This is an optimization exercise on Yosys and OpenROAD, whose aim is small area, a short achievable clock period and few clock cycles, not a production implementation.
The RTL was checked by simulation tests, not by an equivalence proof against the original design.
Power figures rest on the tool's default switching activity, not on a simulated workload.

==> flow/design.v (excerpt) <==
module vec_accel (
        input  logic       clk,
        input  logic       rst_l,
        input  logic [7:0] in_data,
        input  logic       in_valid,
        output logic       in_ready,
        output logic [7:0] out_data,
        output logic       out_valid
    );
==> flow/config.mk <==
export PLATFORM = sky130hd
export DESIGN_NAME = vec_accel
export DESIGN_NICKNAME = vec_accel
export VERILOG_FILES = /design/flow/design.v
export SDC_FILE = /design/flow/constraint.sdc
export NUM_CORES = 4
export LEC_CHECK = 0
export ABC_CLOCK_PERIOD_IN_PS = 3500
export CAP_MARGIN = 20
export CORE_MARGIN = 2
export CORE_UTILIZATION = 40
export CTS_CLUSTER_DIAMETER = 106
export CTS_CLUSTER_SIZE = 25
export PLACE_DENSITY = 0.6
export SLEW_MARGIN = 20
==> flow/constraint.sdc <==
create_clock -name core_clock -period 10.0 [get_ports {clk}]
set_input_delay 2.0000 -clock core_clock [delete_from_list [all_inputs] [get_ports {clk}]]
set_output_delay 2.0000 -clock core_clock [all_outputs]
set_load 0.01 [all_outputs]
standard.sh (not shown) runs the stock make flow with config.mk's settings and CLKGATE_MAP_FILE= SYNTH_SCRIPT=/design/flow/synth_recipe.tcl, a recipe that flattens the netlist after the stock synthesis.
==> flow/flow/run.sh <==
#!/bin/bash
set -euo pipefail
MARGIN=6.7
sed "s/CLKGATE_MAP_FILE= /CLKGATE_MAP_FILE= SETUP_SLACK_MARGIN=${MARGIN} /" standard.sh > standard_margin.sh
bash standard_margin.sh > flow.log 2>&1
Testbench counts at the start, summed over its fixed seeds: cycles 23,948.
Next try:
--- a/flow/design.v
+++ b/flow/design.v
@@ -381,52 +381,49 @@
     end
     op_t           cur;
     logic          busy;
     logic [KB-1:0] scnt;
     logic [4:0] out_cnt;
     logic       out_nz;         
     logic [3:0] out_idx;
     logic [3:0] out_dly;
-    logic [3:0] tok;
-    logic [1:0] tok_wp, tok_rp;
-    logic [2:0] tok_cnt;
-    logic [1:0][7:0] rbf;             
-    logic       rbf_wp, rbf_rp;
-    logic [1:0] rbf_cnt;
-    logic [1:0] red_out;              
+    logic       red_pending;
+    logic [7:0] red_byte;
     logic [7:0] acc;
     logic x_valid, x_first, x_last, x_red, x_red_ret;
     logic y_valid, y_first, y_last, y_red, y_red_ret;
     logic red_busy, hazard, start, pop_ret, rgo, rgo_pend, rgo_direct;
     logic          rbusy;           
     logic [KB-1:0] rcnt;
     logic [3:0]    pb;              
     logic          cur_uses_b, qh_uses_b;
     logic          rpend;
     logic [3:0]    rp_b;
     logic [4:0]    rp_len;
     logic          go_free;         
     assign cur_uses_b = cur.we && cur.bsel == B_VB;
     assign qh_uses_b  = qh.we && qh.bsel == B_VB;
-    assign red_busy = red_out == 2'd2;
-    assign go_free  = !out_nz && (!rbusy || rcnt == KB'(K - 1));
+    assign red_busy = red_pending || (busy && cur.red && cur.red_ret) ||
+                      (x_red && x_red_ret) || (y_red && y_red_ret) ||
+                      (z_red && z_red_ret);
+    assign go_free  = !out_nz && !red_busy && (!rbusy || rcnt == KB'(K - 1));
     logic cur_reading;
     assign cur_reading = busy && scnt != KB'(K - 1);
     assign rgo_pend = rpend && go_free &&
                       !(cur_reading && (cur_uses_b || (cur.we && cur.a == rp_b)));
     always_comb begin
         hazard = 1'b0;
         if (qh.bsel == B_ACC && !qh.red &&
             ((busy && cur.red && !cur.red_ret) || (x_red && !x_red_ret) ||
              (y_red && !y_red_ret)))
             hazard = 1'b1;
         if (qh_uses_b && ((rbusy && rcnt != KB'(K - 1)) || rgo_pend))
             hazard = 1'b1;
-        if (rpend && ((qh.we && qh.a == rp_b) || qh.ret))
+        if (rpend && ((qh.we && qh.a == rp_b) || qh.ret || (qh.red && qh.red_ret)))
             hazard = 1'b1;
         if (qh.red && qh.red_ret && red_busy)
             hazard = 1'b1;
     end
     assign start      = q_ne && !qh.ret && (!busy || scnt == KB'(K - 1)) && !hazard;
     assign pop_ret    = q_ne && qh.ret && !hazard;
     assign rgo_direct = pop_ret && qh.len != 5'd0 && go_free &&
                         !(cur_reading && (cur_uses_b || (cur.we && cur.a == qh.b)));
@@ -649,80 +646,58 @@
     end
     assign rnext = z_first ? z_part : rcomb(z_rop, racc, z_part);
     always_ff @(posedge clk) begin
         if (z_red)
             racc <= rnext;
         if (z_red && z_last && !z_red_ret)
             acc <= rnext;
         if (z_red && z_red_ret && z_last)
-            rbf[rbf_wp] <= rnext;
+            red_byte <= rnext;
     end
     logic [KB-1:0] out_stage;
     logic [CW-1:0] out_chunk;
     logic          out_emit;
     logic          out_dz;      
     assign out_chunk = obuf[out_stage];
     assign out_emit  = out_nz && out_dz;
-    logic tok_head, tok_ne, emit_ring, emit_red, push_tok;
-    assign tok_ne    = tok_cnt != 3'd0;
-    assign tok_head  = tok[tok_rp];
-    assign emit_ring = tok_ne && tok_head && out_emit;
-    assign emit_red  = tok_ne && !tok_head && rbf_cnt != 2'd0;
-    assign push_tok  = (pop_ret && qh.len != 5'd0) || (start && qh.red && qh.red_ret);
-    always_ff @(posedge clk)
-        if (push_tok)
-            tok[tok_wp] <= qh.ret;
     always_ff @(posedge clk, negedge rst_l) begin
         if (!rst_l) begin
             out_cnt     <= '0;
             out_nz      <= 1'b0;
             out_stage   <= '0;
             out_idx     <= '0;
             out_dly     <= '0;
             out_dz      <= 1'b1;
-            tok_wp      <= '0;
-            tok_rp      <= '0;
-            tok_cnt     <= '0;
-            rbf_wp      <= 1'b0;
-            rbf_rp      <= 1'b0;
-            rbf_cnt     <= '0;
-            red_out     <= '0;
+            red_pending <= 1'b0;
             out_valid   <= 1'b0;
             out_data    <= 8'h00;
         end else begin
             out_valid <= 1'b0;
             if (out_dly != 4'd0)
                 out_dly <= out_dly - 1'b1;
             out_dz <= out_dly <= 4'd1;
             out_stage <= out_stage - 1'b1 +
-                         KB'(emit_ring && out_idx[LB-1:0] == LB'(LANES - 1));
-            if (emit_ring) begin
+                         KB'(out_emit && out_idx[LB-1:0] == LB'(LANES - 1));
+            if (out_emit) begin
                 out_valid <= 1'b1;
                 out_data  <= out_chunk[out_idx[LB-1:0]*8 +: 8];
                 out_idx   <= out_idx + 1'b1;
                 out_cnt   <= out_cnt - 1'b1;
                 out_nz    <= out_cnt != 5'd1;
-            end else if (emit_red) begin
-                out_valid <= 1'b1;
-                out_data  <= rbf[rbf_rp];
-                rbf_rp    <= !rbf_rp;
+            end else if (!out_nz && red_pending) begin
+                out_valid   <= 1'b1;
+                out_data    <= red_byte;
+                red_pending <= 1'b0;
             end
             if (rgo) begin
                 out_cnt   <= rgo_pend ? rp_len : qh.len;
                 out_nz    <= 1'b1;
                 out_idx   <= '0;
                 out_stage <= ~phase;
                 out_dly <= 4'(K);
                 out_dz  <= 1'b0;
             end
-            if (push_tok)
-                tok_wp <= tok_wp + 1'b1;
-            if ((emit_ring && out_cnt == 5'd1) || emit_red)
-                tok_rp <= tok_rp + 1'b1;
-            tok_cnt <= tok_cnt + push_tok - ((emit_ring && out_cnt == 5'd1) || emit_red);
             if (z_red && z_red_ret && z_last)
-                rbf_wp <= !rbf_wp;
-            rbf_cnt <= rbf_cnt + (z_red && z_red_ret && z_last) - emit_red;
-            red_out <= red_out + (start && qh.red && qh.red_ret) - emit_red;
+                red_pending <= 1'b1;
         end
     end
 endmodule
After rerunning: Via count is lower by 0.50%. Worst hold slack barely changes. Total power is lower by about 0.3%. First-iteration DRC count is lower by 1.8%. Wire length is higher by about 1.4%. Maximum frequency barely changes. Count of clock-buffer cells in the layout is higher by 2. Die area is lower by about 1.6%. Worst setup slack barely changes. Critical path depth stays the same. Global-route usage is higher by 0.48 points. Clock power barely changes. Utilization is higher by 0.12 points. Clock skew is higher by 18 ps.
Testbench counts after the change, summed over its fixed seeds: cycles 24,302.

-- what the ideal ports hide --
How much do the figures lean on ideal ports? The routed layouts below were timed once more, with nothing changed but the port constraints.
Step 1, drivers: a clkbuf_16 drives clk and a buf_2 each remaining input, both assumed.
Step 2 also shifts input and output timing later by t, the mid clock arrival at the registers, as if the neighbouring blocks saw the same clock.
Three values: no drivers, after step 1, after step 2; two values: the first two.
run	shift t [ns]	setup slack, ns	worst hold slack (ns)
the first run	0.912	6.509 / 6.419 / 5.819	0.302 / 0.302 / 0.302
the second run	0.922	6.509 / 6.420 / 5.844	0.302 / 0.302 / 0.302
After both steps every run listed still meets setup and hold. For the first run, which loses most, drivers alone change the setup slack by -0.090 ns; drivers and shift together by -0.690 ns.
